Source: an optimization exercise on an open RTL-to-GDS flow (aim: small area). Production flows keep margins and buffers that such runs may drop.
In this exercise RTL edits were held to simulation tests only and were not proved equivalent to the original.

==> pepper: inputs <==
// matched_filter_despreader_sync
module matched_filter_despreader_sync (sample_i, sample_q, input_sample_valid,clk,reset,
										despread_sample_i, despread_sample_q, despread_sample_valid);
input [15:0] sample_i,sample_q;
input input_sample_valid,clk,reset;
output [31:0] despread_sample_i,despread_sample_q;
output despread_sample_valid;
reg s0, s1, s2, s3, vout, en, enn;
reg [4:0] cnt;
always @(posedge clk or posedge reset)
if (reset) begin
	s0 <= 1'b0; s1 <= 1'b0; s2 <= 1'b0; s3 <= 1'b0; vout <= 1'b0;
	en <= 1'b0; enn <= 1'b1;
	cnt <= 5'd0;
end else begin
	s0 <= input_sample_valid; s1 <= s0; s2 <= s1; s3 <= s2; vout <= s3;
	en <= input_sample_valid | s0 | s1 | s2;
	enn <= ~(input_sample_valid | s0 | s1 | s2);
	if (input_sample_valid && cnt != 5'd20) cnt <= cnt + 5'd1;
end
wire v0 = cnt > 5'd0;
wire v1 = cnt > 5'd1;
wire v2 = cnt > 5'd2;
wire v3 = cnt > 5'd3;
wire v4 = cnt > 5'd4;
wire v5 = cnt > 5'd5;
wire v6 = cnt > 5'd6;
wire v7 = cnt > 5'd7;
wire v8 = cnt > 5'd8;
wire v9 = cnt > 5'd9;
wire v10 = cnt > 5'd10;
wire v11 = cnt > 5'd11;
wire v12 = cnt > 5'd12;
wire v13 = cnt > 5'd13;
wire v14 = cnt > 5'd14;
wire v15 = cnt > 5'd15;
wire v16 = cnt > 5'd16;
wire v17 = cnt > 5'd17;
wire v18 = cnt > 5'd18;
wire v19 = cnt > 5'd19;
reg [15:0] ti, tq;
reg [319:0] ci, cq;
wire [15:0] li = {sample_i[3:0], sample_i[7:4], sample_i[11:8], ~sample_i[15], sample_i[14:12]};
wire [15:0] lq = {sample_q[3:0], sample_q[7:4], sample_q[11:8], ~sample_q[15], sample_q[14:12]};
always @(posedge clk) begin
	ci[15:0] <= input_sample_valid ? li : {ci[11:0], ti[3:0]};
	cq[15:0] <= input_sample_valid ? lq : {cq[11:0], tq[3:0]};
	ci[319:16] <= ({304{en}} & ci[315:12]) | ({304{enn}} & ci[319:16]);
	cq[319:16] <= ({304{en}} & cq[315:12]) | ({304{enn}} & cq[319:16]);
end
wire gi0 = ci[12] & v0;
wire gi1 = ci[13] & v0;
wire gi2 = ci[14] & v0;
wire gi3 = v0 ? ci[15] : s3;
wire gi4 = ~(ci[12] & v0);
wire gi5 = ~(ci[13] & v0);
wire gi6 = ~(ci[14] & v0);
wire gi7 = v0 ? ~ci[15] : ~s3;
wire gi8 = ~(ci[28] & v1);
wire gi9 = ~(ci[29] & v1);
wire gi10 = ~(ci[30] & v1);
wire gi11 = v1 ? ~ci[31] : ~s3;
wire gi12 = ci[44] & v2;
wire gi13 = ci[45] & v2;
wire gi14 = ci[46] & v2;
wire gi15 = v2 ? ci[47] : s3;
wire gi16 = ~(ci[44] & v2);
  ...
Settings: LEC_CHECK=0, CAP_MARGIN=20, CORE_MARGIN=2, CORE_UTILIZATION=75, SLEW_MARGIN=20, SYNTH_HIERARCHICAL=1; clock period 10.0 ns.
standard.sh (not shown) runs the stock make flow with config.mk's settings and CLKGATE_MAP_FILE= SYNTH_SCRIPT=/design/flow/synth_recipe.tcl, a recipe that flattens the netlist after the stock synthesis.
==> flow/flow/run.sh <==
#!/bin/bash
# Own flow: the standard layout, with a leaner clock tree (no dummy loads,
# clusters of about 16 sinks per clkbuf_8) and the smallest buffer on each port.
# The ORFS output goes to standard.log in this folder.
export CTS_ARGS="-sink_clustering_enable -repair_clock_nets -dont_use_dummy_load -buf_list sky130_fd_sc_hd__clkbuf_8 -sink_clustering_size 16 -sink_clustering_max_diameter 50"
export BUFFER_PORTS_ARGS="-buffer_cell sky130_fd_sc_hd__buf_1"
bash standard.sh > standard.log 2>&1
==> inputs of amber, as changes to pepper <==
--- a/flow/config.mk
+++ b/flow/config.mk
@@ -5,8 +5,9 @@
 export SDC_FILE = /design/flow/constraint.sdc
 export NUM_CORES = 4
 export LEC_CHECK = 0
+export ABC_AREA = 1
 export CAP_MARGIN = 20
 export CORE_MARGIN = 2
-export CORE_UTILIZATION = 75
+export CORE_UTILIZATION = 85
 export SLEW_MARGIN = 20
 export SYNTH_HIERARCHICAL = 1
==> inputs of delta, as changes to pepper <==
--- a/flow/config.mk
+++ b/flow/config.mk
@@ -7,6 +7,6 @@
 export LEC_CHECK = 0
 export CAP_MARGIN = 20
 export CORE_MARGIN = 2
-export CORE_UTILIZATION = 75
+export CORE_UTILIZATION = 85
 export SLEW_MARGIN = 20
 export SYNTH_HIERARCHICAL = 1
==> comparison <==
In amber the global-route usage is higher than in pepper, by 12 points.
Of pepper and amber, amber has the higher core utilization (gap 9.6 points).
The highest final area belongs to amber, the lowest to delta.

static timing again, ports no longer ideal:
In the flow no input, the clock included, has a driving cell. The finished layouts below were timed again as built, in two steps.
Step 1 assumes that a clkbuf_16 drives the clock port and a buf_2 every other input.
Step 2 moves the port delays by t, midway between the first and last clock arrival at a register: inputs arrive t later, outputs are due t later. That takes back most of the time a late clock gives input paths.
Three values: ideal, step 1, step 2; two values: the first two.
run	t, ns	setup WS [ns]	latest minus earliest clock arrival (ns)	worst register clock-pin slew, ns
pepper	0.694	0.693 / 0.693 / 0.693	0.079 / 0.080	0.11 / 0.11
amber	0.733	0.958 / 0.958 / 0.958	0.116 / 0.116	0.11 / 0.11
delta	0.695	0.769 / 0.769 / 0.769	0.089 / 0.089	0.11 / 0.11
After both steps setup and hold are still met in every run listed.
